What follows belongs to an exercise in optimizing a design on an open flow for small area; a production flow would make more cautious choices. The RTL was checked by simulation tests, not by an equivalence proof against the original design. No activity file was given, so power comes from the tool's default toggle rates.

== PW ==
// odrive_periph
module odrive_periph (
		input  wire        clk,
		input  wire        reset_n,
		input  wire [7:0]  addr,
		input  wire        wr,
		input  wire        rd,
		input  wire [31:0] wdata,
		output reg  [31:0] rdata,
		output wire [11:0] pwm_u,
		output wire [11:0] pwm_l,
		output wire [3:0]  pwm_irq,
		input  wire [1:0]  enc_a,
		input  wire [1:0]  enc_b,
		input  wire [1:0]  enc_z,
		input  wire [1:0]  adc_cmd_ready,
		output wire [1:0]  adc_cmd_valid,
		output wire [9:0]  adc_cmd_ch,
		output wire [1:0]  adc_cmd_sop,
		output wire [1:0]  adc_cmd_eop,
		input  wire [1:0]  adc_resp_valid,
		input  wire [23:0] adc_resp_data,
		input  wire [1:0]  adc_resp_sop,
		input  wire [1:0]  adc_resp_eop,
		output wire [1:0]  adc_irq
	);
	wire sel_adc1 = addr[7:5] == 3'b000;
	wire sel_adc0 = addr[7:5] == 3'b001;
	wire [3:0] sel_pwm;
	assign sel_pwm[0] = addr[7:4] == 4'h7;
	assign sel_pwm[1] = addr[7:4] == 4'h6;
	assign sel_pwm[2] = addr[7:4] == 4'h5;
	assign sel_pwm[3] = addr[7:4] == 4'h4;
  ...
Size in the first run: roughly 3800 cells after synthesis, ~1400 flip-flops, roughly 160 I/O pins, roughly 55000 µm² of cells after synthesis.
export LEC_CHECK = 0
export CAP_MARGIN = 10
export CORE_MARGIN = 2
export CORE_UTILIZATION = 70
export GPL_ROUTABILITY_DRIVEN = 0
export GPL_TIMING_DRIVEN = 0
export PLACE_DENSITY = 0.78
export SLEW_MARGIN = 10
create_clock -name core_clock -period 10.0 [get_ports {clk}]
standard.sh (not shown) runs the stock make flow with config.mk's settings and CLKGATE_MAP_FILE= SYNTH_SCRIPT=/design/flow/synth_recipe.tcl, a recipe that flattens the netlist after the stock synthesis.
==> flow/flow/run.sh <==
#!/bin/bash
# The standard layout (standard.sh) with these changes:
#  - ABC maps the logic with an area-oriented script (flow/abc.script),
#    through a copy of the ORFS scripts folder that differs only in that
#    script; the synthesis is otherwise unchanged (same registers);
#  - the clock tree uses clkbuf_8 buffers, clusters of at most 16 sinks
#    within 60 um, and no dummy loads;
#  - port buffers use the smallest buffer cell.
set -euo pipefail
rm -rf scripts_mod
cp -r "$FLOW_HOME/scripts" scripts_mod
cp flow/abc.script scripts_mod/abc_speed.script
cp flow/abc.script scripts_mod/abc_area.script
export SCRIPTS_DIR="$PWD/scripts_mod"
export CTS_ARGS="-sink_clustering_enable -repair_clock_nets -dont_use_dummy_load -buf_list {sky130_fd_sc_hd__clkbuf_8} -sink_clustering_size 16 -sink_clustering_max_diameter 60"
export BUFFER_PORTS_ARGS="-buffer_cell sky130_fd_sc_hd__buf_1"
bash standard.sh > standard.log 2>&1
==> flow/flow/abc.script <==
&get -n
&st
&dch -f
&nf -a -R 1000
&put
strash
dch -f
map -a
topo
strash
&get -n
&st
&dch -f
&nf -a -R 1000
&put
strash
dch -f
map -a
topo
strash
&get -n
&st
&dch -f
&nf -a -R 1000
&put
strash
dch -f
map -a
topo
strash
&get -n
&st
&dch -f
&nf -a -R 1000
&put
PW finished every step from synthesis to the final layout, and the layout passed the timing, DRC and antenna checks.
--- input diff PW..AL ---
# PW
export LEC_CHECK = 0
export CAP_MARGIN = 10
export CORE_MARGIN = 2
export CORE_UTILIZATION = 70
export GPL_ROUTABILITY_DRIVEN = 0
export GPL_TIMING_DRIVEN = 0
export PLACE_DENSITY = 0.78
export SLEW_MARGIN = 10
create_clock -name core_clock -period 10.0 [get_ports {clk}]
# AL
export LEC_CHECK = 0
export CAP_MARGIN = 20
export CORE_MARGIN = 2
export CORE_UTILIZATION = 40
export SLEW_MARGIN = 20
create_clock -name core_clock -period 10.0 [get_ports {clk}]
==> flow/flow/run.sh <==
#!/bin/bash
set -e
bash standard.sh > standard.log 2>&1
removed: flow/flow/abc.script
Every run in the comparison, PW and AL, completed the flow with a clean layout.
Going from PW to AL, hold slack grows by 25 ps.
Note that the post-route non-filler standard cell count recorded for AL amounts to 1.3 times the value seen in PW.
For the overall routed net length, AL came in 18000 µm higher than PW did.
Taking AL as 1.0, PW lands at 0.67 on number of buffers inserted during clock tree synthesis.
Against PW as the reference, AL delivers a lower final setup skew.
[compare] base=PW new=AL: total power consumption of the routed design went up, average footprint of a synthesized cell went down, switching share of total power went up.
Row largest net degree at the start of global routing: AL higher / PW lower
Delta(post-route worst setup slack, AL - PW) > 0
Summary of the comparison: minimum setup slack among reg-to-reg paths is higher in AL, relative to PW.

* * *

Setup of delta:
odrive_periph again, from the RTL that the note above started with.
==> flow/config.mk <==
export PLATFORM = sky130hd
export DESIGN_NAME = odrive_periph
export DESIGN_NICKNAME = odrive_periph
export VERILOG_FILES = /design/flow/design.v
export SDC_FILE = /design/flow/constraint.sdc
export NUM_CORES = 4
export LEC_CHECK = 0
export CAP_MARGIN = 20
export CORE_MARGIN = 2
export CORE_UTILIZATION = 55
export PLACE_DENSITY = 0.65
export SLEW_MARGIN = 20
==> flow/constraint.sdc <==
create_clock -name core_clock -period 10.0 [get_ports {clk}]
set_input_delay 2.0000 -clock core_clock [delete_from_list [all_inputs] [get_ports {clk}]]
set_output_delay 2.0000 -clock core_clock [all_outputs]
set_load 0.01 [all_outputs]
==> flow/flow/run.sh <==
#!/bin/bash
# The standard layout (standard.sh) with these changes:
#  - ABC maps the logic with an area-oriented script (flow/abc.script),
#    through a copy of the ORFS scripts folder that differs only in that
#    script; the synthesis is otherwise unchanged (same registers);
#  - the clock tree uses clkbuf_8 buffers, clusters of at most 14 sinks
#    within 60 um, and no dummy loads;
#  - port buffers use the smallest buffer cell.
set -euo pipefail
rm -rf scripts_mod
cp -r "$FLOW_HOME/scripts" scripts_mod
cp flow/abc.script scripts_mod/abc_speed.script
cp flow/abc.script scripts_mod/abc_area.script
export SCRIPTS_DIR="$PWD/scripts_mod"
export CTS_ARGS="-sink_clustering_enable -repair_clock_nets -dont_use_dummy_load -buf_list {sky130_fd_sc_hd__clkbuf_8} -sink_clustering_size 14 -sink_clustering_max_diameter 60"
export BUFFER_PORTS_ARGS="-buffer_cell sky130_fd_sc_hd__buf_1"
bash standard.sh > standard.log 2>&1
==> flow/flow/abc.script <==
&get -n
&st
&dch -f
&nf -a -R 1000
&put
strash
dch -f
map -a
topo
Setup changes, delta to violet
==> flow/flow/abc.script <==
&get -n
&st
&dch -f
&nf -a -R 1000
&put
strash
dch -f
map -a
topo
strash
&get -n
&st
&dch -f
&nf -a -R 1000
&put
strash
dch -f
map -a
topo
strash
&get -n
&st
&dch -f
&nf -a -R 1000
&put
strash
dch -f
map -a
topo
strash
&get -n
&st
&dch -f
&nf -a -R 1000
&put
--- a/flow/config.mk
+++ b/flow/config.mk
@@ -8,5 +8,5 @@
 export CAP_MARGIN = 20
 export CORE_MARGIN = 2
-export CORE_UTILIZATION = 55
-export PLACE_DENSITY = 0.65
+export CORE_UTILIZATION = 70
+export PLACE_DENSITY = 0.78
 export SLEW_MARGIN = 20
- violet vs. delta: global-route usage +5.2 points, met2 global-route usage +6.0 points, setup slack +66 ps, post-synthesis instance area -0.68%.
- Compare delta and violet | first-iteration detailed-routing DRC count higher: violet
- In the tables for delta and violet, tapcell count reads higher with delta.
- [violet] combinational share of power rose 1.7 points relative to delta
- Run comparison: delta launching element of the worst setup path addr[1]; violet launching element of the worst setup path addr[0]
- Summary of violet over delta: routed wire length now smaller; total power after layout up about 3%.
#### Input delta (nickel over violet)
==> flow/flow/run.sh <==
#!/bin/bash
set -euo pipefail
export CTS_ARGS="-sink_clustering_enable -repair_clock_nets -dont_use_dummy_load -buf_list {sky130_fd_sc_hd__clkbuf_4 sky130_fd_sc_hd__clkbuf_8}"
export BUFFER_PORTS_ARGS="-buffer_cell sky130_fd_sc_hd__buf_1"
bash standard.sh > standard.log 2>&1
--- a/flow/config.mk
+++ b/flow/config.mk
@@ -8,5 +8,5 @@
 export CAP_MARGIN = 20
 export CORE_MARGIN = 2
-export CORE_UTILIZATION = 70
-export PLACE_DENSITY = 0.78
+export CORE_UTILIZATION = 55
+export PLACE_DENSITY = 0.65
 export SLEW_MARGIN = 20
removed: flow/flow/abc.script
==> results.txt <==
Going from violet to nickel, via count higher, clock power share higher, minimum setup slack after placement fell 150 ps, number of filler instances in the final layout grew by 75%.
The combinational power in nickel is 1.3 times that in violet.
Compared with violet, nickel shows a initial antenna violation count that is 13 lower.
nickel gives more multi-input combinational area share than violet did.
Against violet, nickel comes in 20 ps higher on worst-margin pin slew.
In nickel, met1 usage in global routing is lower than in violet.
Number of cells produced by synthesis went up by more than 10% going from violet to nickel.
> inputs changed (nickel -> maple)
==> flow/run.sh (new file) <==
#!/bin/bash
# synth_recipe.tcl (not shown) runs the flow's synth.tcl, then flattens the netlist and writes it again
# the make line also repeats each setting of config.mk as NAME=value (left out here)
make -C /OpenROAD-flow-scripts/flow DESIGN_CONFIG=/design/flow/config.mk WORK_HOME=/design/flow/orfs CLKGATE_MAP_FILE= SYNTH_SCRIPT=/design/flow/synth_recipe.tcl finish
--- a/flow/config.mk
+++ b/flow/config.mk
@@ -8,5 +8,4 @@
 export CAP_MARGIN = 20
 export CORE_MARGIN = 2
-export CORE_UTILIZATION = 55
-export PLACE_DENSITY = 0.65
+export CORE_UTILIZATION = 40
 export SLEW_MARGIN = 20
removed: flow/flow/run.sh
removed: flow/standard.sh
## What came out
maple: done, clean on timing, DRC and antenna
Going from nickel to maple, post-layout instance area increased by about 5% relative to the old numbers; first-pass GRT wire length increased by about 5% relative to the old numbers; number of antenna violations at the first check in global routing closely matched the old numbers; largest net degree at the start of global routing increased by 79 relative to the old numbers; combinational share of power decreased by 1.8 points relative to the old numbers.
Compared with nickel, in maple total instance count after detailed placement rose 527, actual slew at the worst max-slew pin lower.

* * *

## build 12
odrive_periph again, from the RTL that the note above started with.
==> flow/config.mk <==
export PLATFORM = sky130hd
export DESIGN_NAME = odrive_periph
export DESIGN_NICKNAME = odrive_periph
export VERILOG_FILES = /design/flow/design.v
export SDC_FILE = /design/flow/constraint.sdc
export NUM_CORES = 4
export LEC_CHECK = 0
export CAP_MARGIN = 10
export CORE_MARGIN = 2
export CORE_UTILIZATION = 70
export PLACE_DENSITY = 0.78
export SLEW_MARGIN = 10
==> flow/constraint.sdc <==
create_clock -name core_clock -period 10.0 [get_ports {clk}]
set_input_delay 2.0000 -clock core_clock [delete_from_list [all_inputs] [get_ports {clk}]]
set_output_delay 2.0000 -clock core_clock [all_outputs]
set_load 0.01 [all_outputs]
==> flow/flow/run.sh <==
#!/bin/bash
# The standard layout (standard.sh) with these changes:
#  - ABC maps the logic with an area-oriented script (flow/abc.script),
#    through a copy of the ORFS scripts folder that differs only in that
#    script; the synthesis is otherwise unchanged (same registers);
#  - the clock tree uses clkbuf_8 buffers, clusters of at most 16 sinks
#    within 60 um, and no dummy loads;
#  - port buffers use the smallest buffer cell.
set -euo pipefail
rm -rf scripts_mod
cp -r "$FLOW_HOME/scripts" scripts_mod
cp flow/abc.script scripts_mod/abc_speed.script
cp flow/abc.script scripts_mod/abc_area.script
export SCRIPTS_DIR="$PWD/scripts_mod"
export CTS_ARGS="-sink_clustering_enable -repair_clock_nets -dont_use_dummy_load -buf_list {sky130_fd_sc_hd__clkbuf_8} -sink_clustering_size 16 -sink_clustering_max_diameter 60"
export BUFFER_PORTS_ARGS="-buffer_cell sky130_fd_sc_hd__buf_1"
bash standard.sh > standard.log 2>&1
==> flow/flow/abc.script <==
&get -n
&st
&dch -f
&nf -a -R 1000
&put
strash
dch -f
map -a
topo
strash
&get -n
&st
&dch -f
&nf -a -R 1000
&put
strash
dch -f
map -a
topo
strash
&get -n
&st
&dch -f
&nf -a -R 1000
&put
strash
dch -f
map -a
topo
strash
&get -n
&st
&dch -f
&nf -a -R 1000
&put
Build 12 did not stop at any stage, and its layout met the timing, DRC and antenna checks.
Input-level comparison between trial 7 and build 12:
Settings: PLACE_DENSITY now 0.86, was 0.78; CORE_UTILIZATION now 80, was 70.
Compared with build 12, trial 7 is the more power-hungry design.
Against build 12 as the reference, trial 7 delivers a higher number of detailed-route iterations in the first pass.
Build 12 and trial 7 ended up with roughly the same clock power.
Number of placed I/O pins of trial 7 is on par with build 12.

[separate check: timing with driven ports]
How much do the figures lean on ideal ports? The routed layouts below were timed once more, with nothing changed but the port constraints. Step 1, drivers: a clkbuf_16 drives clk and a buf_2 each remaining input, both assumed. Step 2 moves the port delays by t, midway between the first and last clock arrival at a register: inputs arrive t later, outputs are due t later. That takes back most of the time a late clock gives input paths. a / b / c = ideal / step 1 / step 2; a / b = the first two.
run | t, ns | slack for setup (ns) | slew at the worst register clock pin (ns)
PW | 0.805 | 1.176 / 1.145 / 1.145 | 0.11 / 0.11
AL | 0.831 | 2.166 / 2.098 / 2.098 | 0.06 / 0.06
delta | 0.839 | 2.395 / 2.366 / 2.366 | 0.10 / 0.10
violet | 0.806 | 2.461 / 2.373 / 2.373 | 0.10 / 0.10
nickel | 0.903 | 2.472 / 2.453 / 2.453 | 0.07 / 0.07
maple | 0.831 | 2.166 / 2.098 / 2.098 | 0.06 / 0.06
build 12 | 0.785 | 2.475 / 2.392 / 2.392 | 0.11 / 0.11
trial 7 | 0.804 | 2.359 / 2.291 / 2.291 | 0.11 / 0.11
After both steps every run listed still meets setup and hold. For violet, which loses most, drivers alone change the setup slack by -0.088 ns; drivers and shift together by -0.088 ns.
